From an optimization exercise on the open Yosys and OpenROAD flow, aimed at small area; shortcuts taken in it are not production practice. Function was checked by simulation only, so behaviour that the tests miss may differ from the original.

== the previous run ==
## stopwatch
module stopwatch(
    reset,
    btnS,
    btnR,
    sw,
    clk,
    an,
    seg,
    Led,
    LedA,
    LedB
    );
input reset;
input btnS;
input btnR;
output reg [2:0] Led;
output [1:0] LedA;
output reg LedB;
input [2:0] sw;
input clk;
output [3:0] an;
output [7:0] seg;
reg [1:0] m4;
reg [5:0] m63;
reg [8:0] m501;
reg [8:0] c2;
reg [2:0] m5;
wire even   = ~m4[0];
wire s62    = (m63 == 6'd32);
wire j501   = (m501 == 9'd289);
wire tick2  = (c2 == 9'd264);
wire j5     = (m5 == 3'd6);
wire tick1  = even & j501;
wire tick8  = even & s62;
wire tick4  = (m4 == 2'd1) & s62;
wire tick50 = even & j5;
wire ph2    = even & (m5 == 3'd3);      
wire ph5    = m4[0] & (m5 == 3'd4);     
always @(posedge clk) begin
    if (reset) begin
        m4   <= 2'd0;
        m63  <= 6'd1;
        m501 <= 9'd66;
        c2   <= 9'd21;
        m5   <= 3'd4;
    end else begin
        m4   <= m4 + 2'd1;
        m63  <= {m63[4:0],  m63[5] ^ m63[4]};
        m501 <= {m501[7:0], m501[8] ^ m501[3] ^ j501};
        c2   <= {c2[7:0],   c2[8] ^ c2[3] ^ tick2};
        m5   <= {m5[1:0],   m5[2] ^ m5[0] ^ j5};
    end
end
reg rst_db, btnR_db, pause, pauseLed;
assign LedA = {rst_db, pauseLed};
always @(posedge clk) begin
    if (reset) begin
        rst_db   <= 1'b0;
        btnR_db  <= 1'b0;
        pause    <= 1'b0;
        pauseLed <= 1'b0;
    end else if (tick8) begin
        rst_db  <= btnS;
        btnR_db <= btnR;
        if (btnR & ~btnR_db) begin
            pause    <= ~pause;
            pauseLed <= pause;
        end
    end
end
always @(posedge clk)
    Led <= reset ? 3'b000 : sw;
reg [3:0] su, mu;
reg [2:0] st, mt;
reg [1:0] pend;    
wire mode01 = ~sw[1] & sw[0];
wire cs     = mode01 ? tick2 : tick1;
wire go     = cs & ~pause & ~(sw[1] & sw[0]);
wire [1:0] op_now = sw[1] ? 2'd3 : (mode01 & sw[2]) ? 2'd2 : 2'd1;
wire hold   = go & ph2;
wire [1:0] op = (go & ~ph2) ? op_now : ph5 ? pend : 2'd0;
wire up   = (op == 2'd1);
wire upm  = (op == 2'd2);
wire dn   = (op == 2'd3);
wire su9 = (su == 4'd9), su0 = (su == 4'd0);
wire st5 = (st == 3'd5), st0 = (st == 3'd0);
wire mu9 = (mu == 4'd9), mu0 = (mu == 4'd0);
wire mt5 = (mt == 3'd5), mt0 = (mt == 3'd0);
wire e_st = (up & su9) | (dn & su0);
wire e_mu = (up & su9 & st5) | upm | (dn & su0 & st0);
  ...
==> flow/config.mk <==
export PLATFORM = sky130hd
export DESIGN_NAME = stopwatch
export DESIGN_NICKNAME = stopwatch
export VERILOG_FILES = /design/flow/design.v
export SDC_FILE = /design/flow/constraint.sdc
export NUM_CORES = 4
export LEC_CHECK = 0
export ABC_AREA = 1
export CAP_MARGIN = 20
export CORE_MARGIN = 2
export CORE_UTILIZATION = 40
export CTS_BUF_LIST = sky130_fd_sc_hd__clkbuf_4
export CTS_CLUSTER_DIAMETER = 100
export CTS_CLUSTER_SIZE = 30
export SLEW_MARGIN = 20
==> flow/constraint.sdc <==
create_clock -name core_clock -period 10.0 [get_ports {clk}]
set_input_delay 2.0000 -clock core_clock [delete_from_list [all_inputs] [get_ports {clk}]]
set_output_delay 2.0000 -clock core_clock [all_outputs]
set_load 0.01 [all_outputs]
standard.sh (not shown) runs the stock make flow with config.mk's settings and CLKGATE_MAP_FILE= SYNTH_SCRIPT=/design/flow/synth_recipe.tcl, a recipe that flattens the netlist after the stock synthesis.
==> flow/flow/run.sh <==
#!/bin/bash
# Own layout flow: the standard layout, with three changes.
#  1. Synthesis is the standard synthesis script with only the ABC
#     mapping script replaced by an area-oriented one (flow/area.abc).
#     Everything before ABC (and so every register) is unchanged.
#  2. Ports are buffered with sky130_fd_sc_hd__buf_1.
#  3. CTS uses clkbuf_4 and no dummy loads.
set -euo pipefail
HERE=$(pwd)
FL=$HERE/flow
# Same make command as standard.sh, with our synthesis script.
sed -e "s#SYNTH_SCRIPT=[^ ]*#SYNTH_SCRIPT=$FL/my_synth.tcl#" standard.sh > own_synth.sh
export MY_ABC_SCRIPT=$FL/area.abc
export MY_ABC_NOD=1
bash own_synth.sh synth > synth_own.log 2>&1
export BUFFER_PORTS_ARGS="-buffer_cell sky130_fd_sc_hd__buf_1"
export CTS_ARGS="-sink_clustering_enable -sink_clustering_size 35 -sink_clustering_max_diameter 300 -buf_list sky130_fd_sc_hd__clkbuf_8 -dont_use_dummy_load"
bash standard.sh finish > layout.log 2>&1
==> flow/flow/area.abc <==
strash
&get -n
&deepsyn -T 20 -S 1
&put
dch -f
amap
topo
==> flow/flow/my_synth.tcl <==
proc synth {args} { yosys synth -nofsm -noshare {*}$args }
proc abc {args} {
  set i [lsearch -exact $args -script]
  if {$i >= 0 && [info exists ::env(MY_ABC_SCRIPT)]} { lset args [expr {$i + 1}] $::env(MY_ABC_SCRIPT) }
  set j [lsearch -exact $args -D]
  if {$j >= 0 && [info exists ::env(MY_ABC_NOD)]} { set args [lreplace $args $j [expr {$j + 1}]] }
  yosys abc {*}$args
}
source $::env(SCRIPTS_DIR)/synth.tcl
# left out here: clear keep_hierarchy, flatten, clean up, hide names made inside functions, write 1_2_yosys.v
The previous run reached the end of the flow, and the finished layout is clean on the timing, DRC and antenna checks.
### the previous run -> the current run
-- flow/flow/run.sh --
<<< the previous run, line 17
export CTS_ARGS="-sink_clustering_enable -sink_clustering_size 35 -sink_clustering_max_diameter 300 -buf_list sky130_fd_sc_hd__clkbuf_8 -dont_use_dummy_load"
>>> the current run, line 17
export CTS_ARGS="-sink_clustering_enable -sink_clustering_size 24 -sink_clustering_max_diameter 300 -buf_list sky130_fd_sc_hd__clkbuf_4 -dont_use_dummy_load"
==> results.txt <==
- Compare the current run and the previous run | proportion of cell area occupied by multi-input gates lower: the previous run
- Per the comparison of the current run with the previous run, share of the clock period used by the worst path after layout now smaller, first-iteration DRC count fell 7, shortest period the worst path allows saw a decrease.
- Looking at the current run and the previous run, the routed wire length is a wash.
- The current run went all the way through synthesis, placement and routing and the layout is clean on timing, DRC and antenna.

## separate check: timing with driven ports
In the flow no input, the clock included, has a driving cell. The finished layouts below were timed again as built, in two steps. Step 1: set_driving_cell puts a clkbuf_16 on clk and a buf_2 on each other input, an assumption about the parent block. Step 2 times the ports against the registers' clock, not the clock port: input delays grow and output delays shrink by t, the midpoint of the rising clock arrivals with the driver on. Slacks: no drivers / after step 1 / after step 2; pairs: no drivers / after step 1.
run | t (ns) | setup WS [ns] | latest minus earliest clock arrival (ns) | worst data-port slew with drivers (ns)
the previous run | 0.350 | 3.755 / 3.764 / 3.414 | 0.031 / 0.032 | 0.03
the current run | 0.407 | 3.825 / 3.831 / 3.423 | 0.049 / 0.049 | 0.03
After both steps setup and hold are still met in every run listed. For the current run, which loses most, drivers alone change the setup slack by +0.006 ns; drivers and shift together by -0.402 ns.
